What follows belongs to an exercise in optimizing a design on an open flow for small area; a production flow would make more cautious choices. Function was checked by simulation only, so behaviour that the tests miss may differ from the original. The clock input has no modelled driver; a real chip could not lean on it and would need a root buffer or a full tree. Power and IR drop assume default switching activity.

==> flow/design.v <==
module AXI_raddr(
	aclk,
	areset,
	araddr,
	arlen,
	arvalid,
	arready,
	dma_axi_start,
	dma_axi_raddr_free,
	dma_cfg_saddr,
	dma_cfg_number,
	dma_cfg_sexceed_4k
);
input aclk;
input areset;
output [31:0] araddr;
output [3:0] arlen;
output arvalid;
input arready;
input dma_axi_start;
output dma_axi_raddr_free;
input [31:0] dma_cfg_saddr;
input [13:0] dma_cfg_number;
input dma_cfg_sexceed_4k;
reg busy;
reg [31:0] araddr;
reg [3:0] arlen;
reg len_zero;
reg [13:0] cnt;
reg last;
assign arvalid = busy;
assign dma_axi_raddr_free = ~busy;
genvar i;
wire load = ~busy & dma_axi_start;
wire take = busy & arready & ~len_zero;
wire adv = busy & arready & ~last;
wire [13:0] cnt_in = busy ? cnt : dma_cfg_number;
wire [3:0] sub_lo = busy ? (take ? ~arlen : 4'd0) : 4'hf;
wire sub_hi = ~busy | take;
wire [4:0] cnt_lo = {1'b0, cnt_in[3:0]} + {1'b0, sub_lo};
wire dec = sub_hi & ~cnt_lo[4];
wire [9:0] x = cnt_in[13:4];
wire [13:0] cnt_nx;
assign cnt_nx[3:0] = cnt_lo[3:0];
assign cnt_nx[4] = x[0] ^ dec;
generate
	for (i = 1; i < 10; i = i + 1) begin : g_cnt
		assign cnt_nx[4+i] = x[i] ^ (dec & ~|x[i-1:0]);
	end
endgenerate
wire hi = |x[9:1] | (x[0] ^ dec);
wire [3:0] len_nx = hi ? 4'hf : cnt_lo[3:0];
wire [3:0] s = dma_cfg_saddr[3:0];
wire s_zero = ~|s;
wire num_zero = ~|dma_cfg_number;
wire first_last = dma_cfg_sexceed_4k ?
	(~|dma_cfg_number[13:4] & &(cnt_lo[3:0] ^ s)) :
	(~hi | num_zero);
wire add = adv & ~len_zero;
wire [4:0] sum_lo = {1'b0, araddr[3:0]} + {1'b0, arlen} + 5'd1;
wire [31:0] addr_nx;
assign addr_nx[3:0] = add ? sum_lo[3:0] : araddr[3:0];
wire [7:0] blk;
assign blk[0] = add & sum_lo[4];
generate
	for (i = 0; i < 7; i = i + 1) begin : g_blk
		assign blk[i+1] = blk[i] & &araddr[4*i+7:4*i+4];
		assign addr_nx[4*i+4] = araddr[4*i+4] ^ blk[i];
		assign addr_nx[4*i+5] = araddr[4*i+5] ^ (blk[i] & araddr[4*i+4]);
		assign addr_nx[4*i+6] = araddr[4*i+6] ^ (blk[i] & &araddr[4*i+5:4*i+4]);
		assign addr_nx[4*i+7] = araddr[4*i+7] ^ (blk[i] & &araddr[4*i+6:4*i+4]);
	end
endgenerate
wire sel_load = areset & load;
wire sel_next = areset & ~load;
always @(posedge aclk)
	araddr <= ({32{sel_load}} & dma_cfg_saddr) | ({32{sel_next}} & addr_nx);
always @(posedge aclk) begin
	if (!areset) begin
		busy <= 1'b0;
		arlen <= 4'd0;
		len_zero <= 1'b0;
	end else begin
		if (busy)
			busy <= ~(arready & last);
		else
			busy <= dma_axi_start;
		if (load & dma_cfg_sexceed_4k) begin
			arlen <= ~s;
			len_zero <= s_zero;
		end else if (load) begin
			arlen <= len_nx;
			len_zero <= num_zero;
		end else if (adv) begin
			arlen <= len_nx;
			len_zero <= 1'b0;
		end
	end
	cnt <= cnt_nx;
	if (load)
		last <= first_last;
	else if (adv)
		last <= ~hi;
end
endmodule
clock: 5.0 ns
lec_check: 0
cap_margin: 20
core_margin: 2
core_utilization: 65
gpl_timing_driven: 0
slew_margin: 20
standard.sh (not shown) runs the stock make flow with config.mk's settings and CLKGATE_MAP_FILE= SYNTH_SCRIPT=/design/flow/synth_recipe.tcl, a recipe that flattens the netlist after the stock synthesis.
==> flow/flow/run.sh <==
#!/bin/bash
# Standard ORFS layout (the standard.sh) with these changes:
#  - port buffers use the smallest buffer cell (buf_1);
#  - if flow/abc.script exists, ABC maps with it instead of the speed script;
#  - if flow/noadder exists, Yosys leaves adders to ABC (no full/half-adder cells);
#  - if flow/cts_args exists, it replaces the clock_tree_synthesis arguments;
#  - if flow/post_cts.tcl exists, it runs at the end of the CTS step.
set -euo pipefail
here=$(pwd)
if [[ -f flow/abc.script ]]; then
  cp -r "$FLOW_HOME/scripts" "$here/scripts"
  cp flow/abc.script "$here/scripts/abc_speed.script"
  export SCRIPTS_DIR="$here/scripts"
fi
if [[ -f flow/noadder ]]; then export ADDER_MAP_FILE=; fi
if [[ -f flow/cts_args ]]; then export CTS_ARGS="$(cat flow/cts_args)"; fi
if [[ -f flow/post_cts.tcl ]]; then export POST_CTS_TCL="$here/flow/post_cts.tcl"; fi
export BUFFER_PORTS_ARGS="-buffer_cell sky130_fd_sc_hd__buf_1"
bash standard.sh > standard_flow.log 2>&1
==> flow/flow/abc.script <==
strash
dc2
strash
dch -f
amap
==> flow/flow/cts_args <==
-sink_clustering_enable -repair_clock_nets -buf_list sky130_fd_sc_hd__clkbuf_8 -root_buf sky130_fd_sc_hd__clkbuf_8 -dont_use_dummy_load
==> flow/flow/noadder <==
Yosys leaves adders to ABC
==> flow/flow/post_cts.tcl <==
set block [ord::get_db_block]
set port_net [$block findNet aclk]
set loads {}
foreach it [$port_net getITerms] { lappend loads $it }
if { [llength $loads] == 1 } {
  set root [[lindex $loads 0] getInst]
  set master [[$root getMaster] getName]
  set out_net ""
  foreach it [$root getITerms] {
    if { [$it isOutputSignal] } { set out_net [$it getNet] }
  }
  if { [string match "sky130_fd_sc_hd__clkbuf_*" $master] && $out_net != "" } {
    set sinks {}
    foreach it [$out_net getITerms] {
      if { [$it getInst] != $root } { lappend sinks $it }
    }
    if { [llength $sinks] <= 4 && [llength [$out_net getBTerms]] == 0 } {
      puts "post_cts: removing root clock buffer [$root getName] ($master), port now drives [llength $sinks] pins"
      foreach it $sinks {
        $it disconnect
        $it connect $port_net
      }
      [lindex $loads 0] disconnect
      odb::dbInst_destroy $root
      odb::dbNet_destroy $out_net
    }
  }
}
The baseline ran to the end with no violations.
Rerun with:
==> flow/flow/cts_args (replaced) <==
-sink_clustering_enable -repair_clock_nets -buf_list sky130_fd_sc_hd__buf_6 -root_buf sky130_fd_sc_hd__buf_6 -dont_use_dummy_load
Effect: Non-clock buffer count decreases by 1; flip-flop and latch count is unchanged; maximum frequency increases by 0.86%; clock power increases by about 14%; sequential share of layout area is about the same.
Rerun with:
==> flow/flow/run.sh (replaced) <==
#!/bin/bash
# Standard ORFS layout with two changes: the port buffers use the smallest
# buffer cell, and (if flow/abc.script exists) ABC maps with an area-oriented script.
set -euo pipefail
here=$(pwd)
if [[ -f flow/abc.script ]]; then
  cp -r "$FLOW_HOME/scripts" "$here/scripts"
  cp flow/abc.script "$here/scripts/abc_speed.script"
  export SCRIPTS_DIR="$here/scripts"
fi
if [[ -f flow/cts_args ]]; then export CTS_ARGS="$(cat flow/cts_args)"; fi
export BUFFER_PORTS_ARGS="-buffer_cell sky130_fd_sc_hd__buf_1"
bash standard.sh > standard_flow.log 2>&1
==> flow/flow/abc.script (replaced) <==
&get -n
&st
&deepsyn -T 60
&put
strash
dch -f
amap
==> flow/flow/cts_args (replaced) <==
-sink_clustering_enable -repair_clock_nets -buf_list sky130_fd_sc_hd__clkbuf_8 -root_buf sky130_fd_sc_hd__clkbuf_8 -dont_use_dummy_load
Settings changed: CORE_UTILIZATION 65 to 40.
removed: flow/flow/noadder
removed: flow/flow/post_cts.tcl
=>
- synthesized cell count drops by 1.9%
- design area goes up by 3.5%
- setup slack gets better by 0.088 ns
- routed wire length is higher by 3.8%
Rerun with:
--- a/flow/flow/run.sh
+++ b/flow/flow/run.sh
@@ -2,2 +2,5 @@
-# Standard ORFS layout with two changes: the port buffers use the smallest
-# buffer cell, and (if flow/abc.script exists) ABC maps with an area-oriented script.
+# Standard ORFS layout (the standard.sh) with these changes:
+#  - port buffers use the smallest buffer cell (buf_1);
+#  - if flow/abc.script exists, ABC maps with it instead of the speed script;
+#  - if flow/noadder exists, Yosys leaves adders to ABC (no full/half-adder cells);
+#  - if flow/cts_args exists, it replaces the clock_tree_synthesis arguments.
@@ -10,0 +14 @@
+if [[ -f flow/noadder ]]; then export ADDER_MAP_FILE=; fi
==> flow/flow/abc.script (replaced) <==
strash
dc2
strash
dch -f
amap
==> flow/flow/noadder (new file) <==
Yosys leaves adders to ABC
Settings changed: CORE_UTILIZATION 40 to 65.
=> Clock-buffer cell count does not change. Combinational power came out higher by a few percent. Die area came out lower by well over a third. Setup slack gets worse by 0.098 ns. Design area came out lower by a few percent. Area after synthesis came out lower by a few percent. Synthesized cell count came out higher slightly. Critical path depth came out lower by 5. Core utilization came out higher by 32 points. Final cell count came out lower by a few percent.

## separate check: timing with driven ports
The flow's constraints put no driver on any port. The routed layouts listed below were extracted and timed again, unchanged, in two steps.
Step 1, drivers: a clkbuf_16 drives aclk and a buf_2 each remaining input, both assumed.
Step 2 times the ports against the registers' clock, not the clock port: input delays grow and output delays shrink by t, the midpoint of the rising clock arrivals with the driver on.
Slacks: ideal ports / drivers / drivers and shift; pairs: ideal ports / drivers.
run | t (ns) | slack for setup (ns) | latest minus earliest clock arrival (ns) | slew at the worst register clock pin (ns) | cell pins on the clock port's net
the first run | 0.198 | 0.270 / 0.280 / 0.082 | 0.005 / 0.005 | 0.08 / 0.08 | 4
the second run | 0.275 | 0.311 / 0.294 / 0.020 | 0.005 / 0.005 | 0.09 / 0.09 | 1
the third run | 0.324 | 0.398 / 0.398 / 0.185 | 0.014 / 0.013 | 0.10 / 0.10 | 1
the fourth run | 0.324 | 0.300 / 0.284 / -0.040 | 0.003 / 0.002 | 0.09 / 0.09 | 1
Met with ideal ports but missed after step 2: setup timing in the fourth run. For the fourth run, which loses most, drivers alone change the setup slack by -0.016 ns; drivers and shift together by -0.340 ns.
